This design comes from an exercise in tuning for small area and a short achievable clock period on the open sky130 flow, not from production work. Only simulation tests tie the RTL to the original design; equivalence was not proved.

## birch
==> module iq, before the edit <==
module iq (
 input clk,
 input reset,
 input logic [3:0] inserted,
 input logic [6:0] robIdx0,
 input logic [7:0] srcReg0_1,
 input logic [7:0] srcReg0_2,
 input logic [6:0] robIdx1,
 input logic [7:0] srcReg1_1,
 input logic [7:0] srcReg1_2,
 input logic [6:0] robIdx2,
 input logic [7:0] srcReg2_1,
 input logic [7:0] srcReg2_2,
 input logic [6:0] robIdx3,
 input logic [7:0] srcReg3_1,
 input logic [7:0] srcReg3_2,
 input logic executed,
 input logic [7:0] executedReg,
 output logic [2:0] numIssued,
 output logic [6:0] issued0,
 output logic [6:0] issued1,
 output logic [6:0] issued2,
 output logic [6:0] issued3,
 output logic full
);
localparam int N = 32;
logic [N-1:0] vld_q;
logic [N-1:0] r1_q;
logic [N-1:0] r2_q;
logic [6:0]   rob_q [N];
logic [7:0]   t1_q  [N];
logic [7:0]   t2_q  [N];
logic [4:0]   cnt_q;       
logic [3:0]   isel_q [N];
logic [3:0]   tot_q;       
logic [6:0] issued [4];
for (genvar k = 0; k < 4; k++) begin : g_out
    for (genvar b = 0; b < 7; b++) begin : g_bit
        logic [N-1:0] s, d;
        logic [3:0] o8;
        logic [1:0] n16;
        for (genvar i = 0; i < N; i++) begin : g_i
            assign s[i] = isel_q[i][k];
            assign d[i] = rob_q[i][b];
        end
        for (genvar q = 0; q < 4; q++) begin : g_q
            iq_ao8 u_ao (.s(s[8*q +: 8]), .d(d[8*q +: 8]), .o(o8[q]));
        end
        iq_nor2  u_n0 (.a(o8[0]), .b(o8[1]), .y(n16[0]));
        iq_nor2  u_n1 (.a(o8[2]), .b(o8[3]), .y(n16[1]));
        iq_nand2 u_o  (.a(n16[0]), .b(n16[1]), .y(issued[k][b]));
    end
end
assign issued0 = issued[0];
assign issued1 = issued[1];
assign issued2 = issued[2];
assign issued3 = issued[3];
assign numIssued = {~(|tot_q), tot_q[3] | tot_q[2], tot_q[3] | tot_q[1]};
assign full = (cnt_q > 5'd27);
logic [N-1:0] fre;
assign fre = ~vld_q;
logic [3:0] fsel [N];      
logic [4*N-1:0] fsel_w;
iq_pick #(.TOT(0)) u_fpick (.m(fre), .sel(fsel_w), .tot());
always_comb for (int i = 0; i < N; i++) fsel[i] = fsel_w[4*i +: 4];
logic [3:0] ins;
assign ins = inserted & {4{~full}};
logic [2:0] ins_amt;
assign ins_amt = {2'b0, ins[0]} + {2'b0, ins[1]} + {2'b0, ins[2]} + {2'b0, ins[3]};
logic [6:0] p_rob [4];
logic [7:0] p_t1  [4];
logic [7:0] p_t2  [4];
assign p_rob[0] = robIdx0; assign p_t1[0] = srcReg0_1; assign p_t2[0] = srcReg0_2;
assign p_rob[1] = robIdx1; assign p_t1[1] = srcReg1_1; assign p_t2[1] = srcReg1_2;
assign p_rob[2] = robIdx2; assign p_t1[2] = srcReg2_1; assign p_t2[2] = srcReg2_2;
assign p_rob[3] = robIdx3; assign p_t1[3] = srcReg3_1; assign p_t2[3] = srcReg3_2;
logic [N-1:0] iss, keep, vld_n, r1_n, r2_n;
logic [6:0] rob_n [N];
logic [7:0] t1_n  [N];
logic [7:0] t2_n  [N];
always_comb begin
    for (int i = 0; i < N; i++) begin
        iss[i]   = |isel_q[i];
        keep[i]  = vld_q[i] & ~iss[i] & reset;
        vld_n[i] = keep[i] | (|(fsel[i] & ins));
    end
end
logic exn;
assign exn = ~executed;
for (genvar i = 0; i < N; i++) begin : g_slot
    iq_rdy u_r1 (.keep(keep[i]), .r(r1_q[i]), .exn(exn), .t(t1_q[i]), .e(executedReg), .rn(r1_n[i]));
    iq_rdy u_r2 (.keep(keep[i]), .r(r2_q[i]), .exn(exn), .t(t2_q[i]), .e(executedReg), .rn(r2_n[i]));
    for (genvar b = 0; b < 7; b++) begin : g_rob
        iq_dbit u_d (.hold(vld_q[i]), .q(rob_q[i][b]), .sel(fsel[i]),
                     .p({p_rob[3][b], p_rob[2][b], p_rob[1][b], p_rob[0][b]}), .d(rob_n[i][b]));
    end
    for (genvar b = 0; b < 8; b++) begin : g_tag
        iq_dbit u_d1 (.hold(vld_q[i]), .q(t1_q[i][b]), .sel(fsel[i]),
                      .p({p_t1[3][b], p_t1[2][b], p_t1[1][b], p_t1[0][b]}), .d(t1_n[i][b]));
        iq_dbit u_d2 (.hold(vld_q[i]), .q(t2_q[i][b]), .sel(fsel[i]),
                      .p({p_t2[3][b], p_t2[2][b], p_t2[1][b], p_t2[0][b]}), .d(t2_n[i][b]));
    end
end
logic [N-1:0] rn;
assign rn = r1_n & r2_n;
logic [3:0] isel_n [N];
logic [3:0] tot;
logic [4*N-1:0] isel_w;
iq_pick u_ipick (.m(rn), .sel(isel_w), .tot(tot));
always_comb for (int i = 0; i < N; i++) isel_n[i] = isel_w[4*i +: 4];
always_ff @(posedge clk) begin
    if (~reset) begin
        vld_q <= '0;
        cnt_q <= '0;
    end else begin
        vld_q <= vld_n;
        cnt_q <= cnt_q + {2'b0, ins_amt} - {2'b0, numIssued};
    end
    tot_q <= tot;
    for (int i = 0; i < N; i++)
        for (int k = 0; k < 4; k++) isel_q[i][k] <= (k <= i) ? isel_n[i][k] : 1'b0;
    r1_q <= r1_n;
    r2_q <= r2_n;
    for (int i = 0; i < N; i++) begin
        rob_q[i] <= rob_n[i];
        t1_q[i]  <= t1_n[i];
        t2_q[i]  <= t2_n[i];
    end
end
endmodule
==> module iq_dbit, before the edit <==
module iq_dbit (
 input  logic       hold,
 input  logic       q,
 input  logic [3:0] sel,
 input  logic [3:0] p,
 output logic       d
);
assign d = (hold & q) | (sel[0] & p[0]) | (sel[1] & p[1]) | (sel[2] & p[2]) | (sel[3] & p[3]);
endmodule
clock: 18.0 ns
lec_check: 0
cap_margin: 40
core_margin: 2
core_utilization: 56
slew_margin: 40
synth_hierarchical: 1
synth_minimum_keep_size: 0
standard.sh (not shown) runs the stock make flow with config.mk's settings and CLKGATE_MAP_FILE= SYNTH_SCRIPT=/design/flow/synth_recipe.tcl, a recipe that flattens the netlist after the stock synthesis.
==> flow/flow/run.sh <==
#!/bin/bash
# The standard layout (standard.sh, standard synthesis unchanged) with:
#  - timing repair aimed at a setup margin of 12 ns (a period near 6 ns)
#    instead of the design's 18 ns;
#  - a repair_design pass after global route's timing repair (post_grt.tcl),
#    so that no max-slew or max-cap violation is left;
#  - CTS sink clusters of up to 20 flip-flops within 80 um and no dummy loads,
#    which needs about half the clock buffers;
#  - buf_4 as the port buffer (the default pick is a slow delay cell, which
#    timing repair cannot swap as it keeps cell footprints).
# The whole make output goes to standard_flow.log; ORFS keeps each step's log
# under orfs/logs.
set -euo pipefail
F="$(pwd)/flow"
bash standard.sh \
  SETUP_SLACK_MARGIN=12 \
  POST_GLOBAL_ROUTE_TCL="$F/post_grt.tcl" \
  "CTS_ARGS=-sink_clustering_enable -repair_clock_nets -dont_use_dummy_load -sink_clustering_size 20 -sink_clustering_max_diameter 80" \
  "BUFFER_PORTS_ARGS=-buffer_cell sky130_fd_sc_hd__buf_4" \
  finish > standard_flow.log 2>&1
==> flow/flow/post_grt.tcl <==
# Timing repair in global_route.tcl can leave max-slew or max-capacitance
# violations behind it; repair them and re-route the nets that changed.
global_route -start_incremental
repair_design_helper
detailed_placement
global_route -end_incremental
estimate_parasitics -global_routing
write_guides $::env(RESULTS_DIR)/route.guide
### birch -> oak
diff --git a/flow/design.v b/flow/design.v
--- a/flow/design.v
+++ b/flow/design.v
@@ -25,5 +25,5 @@
  output logic full
 );
-localparam int N = 32;
+localparam int N = 31;      
 logic [N-1:0] vld_q;
 logic [N-1:0] r1_q;
@@ -38,5 +38,5 @@
 for (genvar k = 0; k < 4; k++) begin : g_out
     for (genvar b = 0; b < 7; b++) begin : g_bit
-        logic [N-1:0] s, d;
+        logic [31:0] s, d;
         logic [3:0] o8;
         logic [1:0] n16;
@@ -45,4 +45,6 @@
             assign d[i] = rob_q[i][b];
         end
+        assign s[31] = 1'b0;
+        assign d[31] = 1'b0;
         for (genvar q = 0; q < 4; q++) begin : g_q
             iq_ao8 u_ao (.s(s[8*q +: 8]), .d(d[8*q +: 8]), .o(o8[q]));
@@ -62,7 +64,9 @@
 assign fre = ~vld_q;
 logic [3:0] fsel [N];      
-logic [4*N-1:0] fsel_w;
-iq_pick #(.TOT(0)) u_fpick (.m(fre), .sel(fsel_w), .tot());
-always_comb for (int i = 0; i < N; i++) fsel[i] = fsel_w[4*i +: 4];
+logic [127:0] fsel_w;
+iq_pick #(.TOT(0)) u_fpick (.m({1'b0, fre}), .sel(fsel_w), .tot());
+always_comb
+    for (int i = 0; i < N; i++)
+        for (int k = 0; k < 4; k++) fsel[i][k] = (k >= i - 27) ? fsel_w[4*i + k] : 1'b0;
 logic [3:0] ins;
 assign ins = inserted & {4{~full}};
@@ -90,14 +94,15 @@
 assign exn = ~executed;
 for (genvar i = 0; i < N; i++) begin : g_slot
+    localparam int KMIN = (i > 27) ? i - 27 : 0;    
     iq_rdy u_r1 (.keep(keep[i]), .r(r1_q[i]), .exn(exn), .t(t1_q[i]), .e(executedReg), .rn(r1_n[i]));
     iq_rdy u_r2 (.keep(keep[i]), .r(r2_q[i]), .exn(exn), .t(t2_q[i]), .e(executedReg), .rn(r2_n[i]));
     for (genvar b = 0; b < 7; b++) begin : g_rob
-        iq_dbit u_d (.hold(vld_q[i]), .q(rob_q[i][b]), .sel(fsel[i]),
+        iq_dbit #(.KMIN(KMIN)) u_d (.hold(vld_q[i]), .q(rob_q[i][b]), .sel(fsel[i]),
                      .p({p_rob[3][b], p_rob[2][b], p_rob[1][b], p_rob[0][b]}), .d(rob_n[i][b]));
     end
     for (genvar b = 0; b < 8; b++) begin : g_tag
-        iq_dbit u_d1 (.hold(vld_q[i]), .q(t1_q[i][b]), .sel(fsel[i]),
+        iq_dbit #(.KMIN(KMIN)) u_d1 (.hold(vld_q[i]), .q(t1_q[i][b]), .sel(fsel[i]),
                       .p({p_t1[3][b], p_t1[2][b], p_t1[1][b], p_t1[0][b]}), .d(t1_n[i][b]));
-        iq_dbit u_d2 (.hold(vld_q[i]), .q(t2_q[i][b]), .sel(fsel[i]),
+        iq_dbit #(.KMIN(KMIN)) u_d2 (.hold(vld_q[i]), .q(t2_q[i][b]), .sel(fsel[i]),
                       .p({p_t2[3][b], p_t2[2][b], p_t2[1][b], p_t2[0][b]}), .d(t2_n[i][b]));
     end
@@ -107,6 +112,6 @@
 logic [3:0] isel_n [N];
 logic [3:0] tot;
-logic [4*N-1:0] isel_w;
-iq_pick u_ipick (.m(rn), .sel(isel_w), .tot(tot));
+logic [127:0] isel_w;
+iq_pick u_ipick (.m({1'b0, rn}), .sel(isel_w), .tot(tot));
 always_comb for (int i = 0; i < N; i++) isel_n[i] = isel_w[4*i +: 4];
 always_ff @(posedge clk) begin
@@ -325,5 +330,7 @@
 assign y = ~(a & b);
 endmodule
-module iq_dbit (
+module iq_dbit #(
+ parameter int KMIN = 0
+) (
  input  logic       hold,
  input  logic       q,
@@ -332,5 +339,8 @@
  output logic       d
 );
-assign d = (hold & q) | (sel[0] & p[0]) | (sel[1] & p[1]) | (sel[2] & p[2]) | (sel[3] & p[3]);
+always_comb begin
+    d = hold & q;
+    for (int k = KMIN; k < 4; k++) d |= sel[k] & p[k];
+end
 endmodule
 module iq_rdy (
Sort birch and oak by data required time of the critical path desc -> top: birch
oak vs. birch: total of clock buffers placed in the layout dropped 1; fraction of the cycle the final worst path needs barely changed; initial antenna violation count dropped 6.
Worst setup slack is higher on birch
Shortest clock period the worst path allows after layout: oak worse than birch
Non-clock buffer count in the final layout for oak: 12 down relative to birch
oak ended up with issued2[6] as its endpoint of the most critical setup path; birch ended up with isel_q[31][3].
Relative to birch, area of the mapped netlist has gone down in oak.
Fmax | oak vs birch | oak slower

-- separate check: timing with driven ports --
No port has a modelled driver above. Below, the same layouts with a new extraction and two added sets of constraints.
Step 1 sets driving cells, clkbuf_16 on the clock port and buf_2 on the other inputs (assumed; they add their load-dependent delay and slew).
Step 2 adds t to the input delays and takes it off the output delays; t is the mean of the earliest and latest rising clock arrival at the registers after step 1. Input paths then give back, and output paths get back, about the clock's delay inside the block.
Three values: ideal ports, drivers, drivers and shift; two values: the first two.
run | t, ns | slack for setup (ns) | hold WS [ns]
birch | 0.788 | 11.896 / 11.842 / 11.064 | 0.469 / 0.469 / 0.469
oak | 0.778 | 11.874 / 11.792 / 11.133 | 0.474 / 0.474 / 0.474
After both steps every run listed still meets setup and hold. For birch, which loses most, drivers alone change the setup slack by -0.054 ns; drivers and shift together by -0.832 ns.
